What follows belongs to an exercise in optimizing a design on an open flow for small area; a production flow would make more cautious choices. The RTL was checked by simulation tests, not by an equivalence proof against the original design.

==> flow/design.v (excerpt) <==
module money_clicker(clk, rst, key_data, key_valid, tick, money, asset, HEX0, HEX1, HEX2, HEX3, HEX4, HEX5);
For scale: roughly 1,400 cells after synthesis, about 100 I/O pins.
Settings: LEC_CHECK=0, ABC_AREA=1, CAP_MARGIN=20, CORE_MARGIN=2, CORE_UTILIZATION=65, CTS_BUF_LIST=sky130_fd_sc_hd__clkbuf_8, SLEW_MARGIN=20; clock period 25.0 ns.
standard.sh (not shown) runs the stock make flow with config.mk's settings and CLKGATE_MAP_FILE= SYNTH_SCRIPT=/design/flow/synth_recipe.tcl, a recipe that flattens the netlist after the stock synthesis.
==> flow/flow/run.sh <==
#!/bin/bash
# Standard synthesis, then the combinational logic re-mapped for area with a
# stronger ABC script (flip-flops untouched), then the standard layout.
set -euo pipefail
W=$PWD
R=$W/orfs/results/$FLOW_PLATFORM/money_clicker/base
bash standard.sh synth > $W/1_standard_synth.log 2>&1
cp $R/1_2_yosys.v $W/standard_netlist.v
export REOPT_LIB=$FLOW_HOME/platforms/$FLOW_PLATFORM/lib/sky130_fd_sc_hd__tt_025C_1v80.lib
export REOPT_DONT_USE="sky130_fd_sc_hd__probe_p_8 sky130_fd_sc_hd__probec_p_8 sky130_fd_sc_hd__lpflow_*"
export REOPT_IN=$W/standard_netlist.v
export REOPT_OUT=$W/reopt_netlist.v
export REOPT_TOP=$FLOW_TOP
export REOPT_SCRIPT=$W/flow/reopt.abc
export REOPT_STAT=$W/reopt_stat.txt
yosys -c $W/flow/reopt.tcl > $W/2_reopt_yosys.log 2>&1
if grep -q "lpflow\|probe" $REOPT_OUT; then echo "reopt used a dont-use cell" >&2; exit 1; fi
cp $REOPT_OUT $R/1_2_yosys.v
rm -f $R/1_synth.odb $R/1_synth.sdc
bash standard.sh "BUFFER_PORTS_ARGS=-buffer_cell sky130_fd_sc_hd__buf_1" "CTS_ARGS=-sink_clustering_enable -repair_clock_nets -dont_use_dummy_load -buf_list sky130_fd_sc_hd__clkbuf_8" finish > $W/3_standard_layout.log 2>&1
==> flow/flow/reopt.abc <==
&get -n
&st
&deepsyn -T 60
&dch -f
&nf -a -R 1000 -E 100
&put
==> flow/flow/reopt.tcl <==
# Re-map the combinational logic of the standard synthesis netlist for area.
# The flip-flops are kept as they are (same instances, names and cells).
yosys -import
set lib $::env(REOPT_LIB)
set dont_use {}
foreach c $::env(REOPT_DONT_USE) { lappend dont_use -dont_use $c }
# every cell as its logic function, except the sequential ones, which stay black boxes
read_liberty -ignore_miss_func $lib
delete sky130_fd_sc_hd__df* sky130_fd_sc_hd__ed* sky130_fd_sc_hd__sdf* sky130_fd_sc_hd__dl* sky130_fd_sc_hd__sdl* sky130_fd_sc_hd__sed*
read_liberty -lib -ignore_redef $lib
read_verilog $::env(REOPT_IN)
hierarchy -top $::env(REOPT_TOP)
flatten
opt_clean -purge
abc -script $::env(REOPT_SCRIPT) -liberty $lib {*}$dont_use
# the cells abc placed, as black boxes again (flatten dropped their modules)
read_liberty -lib -ignore_redef $lib
opt_clean -purge
splitnets
opt_clean -purge
hilomap -singleton -hicell sky130_fd_sc_hd__conb_1 HI -locell sky130_fd_sc_hd__conb_1 LO
insbuf -buf sky130_fd_sc_hd__buf_4 A X
check -assert -mapped
tee -o $::env(REOPT_STAT) stat -liberty $lib
write_verilog -noattr -nohex -nodec $::env(REOPT_OUT)
Then changed:
==> flow/flow/reopt.abc (replaced) <==
&get -n
&st
&deepsyn -T 60
&put
strash
dch
amap -F 20 -A 20
Effect:
- cell area is lower by a few percent
- via count is higher by a few percent
- fmax is lower by a few percent
- synthesized cell count is higher slightly
- routed wire length is higher slightly
- die area is lower by a few percent

* * *

money_clicker, a different RTL version from the one above (not shown whole).
For scale: about 1400 cells after synthesis, ~100 I/O pins, roughly 9200 sq um of cells after synthesis.
// money_clicker
module money_clicker(clk, rst, key_data, key_valid, tick, money, asset, HEX0, HEX1, HEX2, HEX3, HEX4, HEX5);
==> flow/config.mk <==
export PLATFORM = sky130hd
export DESIGN_NAME = money_clicker
export DESIGN_NICKNAME = money_clicker
export VERILOG_FILES = /design/flow/design.v
export SDC_FILE = /design/flow/constraint.sdc
export NUM_CORES = 4
export LEC_CHECK = 0
export ABC_AREA = 1
export CAP_MARGIN = 20
export CORE_MARGIN = 2
export CORE_UTILIZATION = 65
export CTS_BUF_LIST = sky130_fd_sc_hd__clkbuf_8
export GPL_TIMING_DRIVEN = 0
export SLEW_MARGIN = 20
==> flow/constraint.sdc <==
create_clock -name core_clock -period 25.0 [get_ports {clk}]
set_input_delay 5.0000 -clock core_clock [delete_from_list [all_inputs] [get_ports {clk}]]
set_output_delay 5.0000 -clock core_clock [all_outputs]
set_load 0.01 [all_outputs]
==> flow/flow/run.sh <==
#!/bin/bash
# Standard synthesis, then the combinational logic re-mapped for area with a
# stronger ABC script (flip-flops untouched), then the standard layout.
set -euo pipefail
W=$PWD
R=$W/orfs/results/$FLOW_PLATFORM/money_clicker/base
bash standard.sh synth > $W/1_standard_synth.log 2>&1
cp $R/1_2_yosys.v $W/standard_netlist.v
export REOPT_LIB=$FLOW_HOME/platforms/$FLOW_PLATFORM/lib/sky130_fd_sc_hd__tt_025C_1v80.lib
export REOPT_DONT_USE="sky130_fd_sc_hd__probe_p_8 sky130_fd_sc_hd__probec_p_8 sky130_fd_sc_hd__lpflow_*"
export REOPT_IN=$W/standard_netlist.v
export REOPT_OUT=$W/reopt_netlist.v
export REOPT_TOP=$FLOW_TOP
export REOPT_SCRIPT=$W/flow/reopt.abc
export REOPT_STAT=$W/reopt_stat.txt
yosys -c $W/flow/reopt.tcl > $W/2_reopt_yosys.log 2>&1
if grep -q "lpflow\|probe" $REOPT_OUT; then echo "reopt used a dont-use cell" >&2; exit 1; fi
cp $REOPT_OUT $R/1_2_yosys.v
rm -f $R/1_synth.odb $R/1_synth.sdc
bash standard.sh "BUFFER_PORTS_ARGS=-buffer_cell sky130_fd_sc_hd__buf_1" finish > $W/3_standard_layout.log 2>&1
==> flow/flow/reopt.abc <==
&get -n
&st
&deepsyn -T 60
&dch -f
&nf -a -R 1000 -E 100
&put
Scripts as last shown in full above: flow/flow/reopt.tcl
Next try:
Settings changed: GPL_TIMING_DRIVEN 0 to default.
Final area shrinks by a little under a tenth. Cell count shrinks by a few percent. Clock skew shrinks by 0.0046 ns. Fmax is about the same. Area after synthesis stays the same. Wire length shrinks by a few percent. Setup slack is worse by 0.047 ns. Count of clock-buffer cells in the layout stays the same.

## afterwards: timing with drivers on the ports
The results above use ideal ports. As a check the final layouts listed here were re-extracted and re-timed, cells and wires unchanged. Step 1 sets driving cells, clkbuf_16 on the clock port and buf_2 on the other inputs (assumed; they add their load-dependent delay and slew). Step 2 also shifts input and output timing later by t, the mid clock arrival at the registers, as if the neighbouring blocks saw the same clock. Slacks: ideal / step 1 / step 2; pairs: ideal / step 1.
run | t, ns | setup WS [ns] | slew at the worst register clock pin (ns)
the first run of note 1 | 0.399 | 8.905 / 8.870 / 9.269 | 0.10 / 0.10
the second run of note 1 | 0.394 | 8.181 / 8.146 / 8.540 | 0.09 / 0.09
the first run of note 2 | 0.398 | 7.758 / 7.724 / 8.003 | 0.09 / 0.09
the second run of note 2 | 0.397 | 7.711 / 7.674 / 8.071 | 0.09 / 0.09
After both steps every run listed still meets setup and hold.
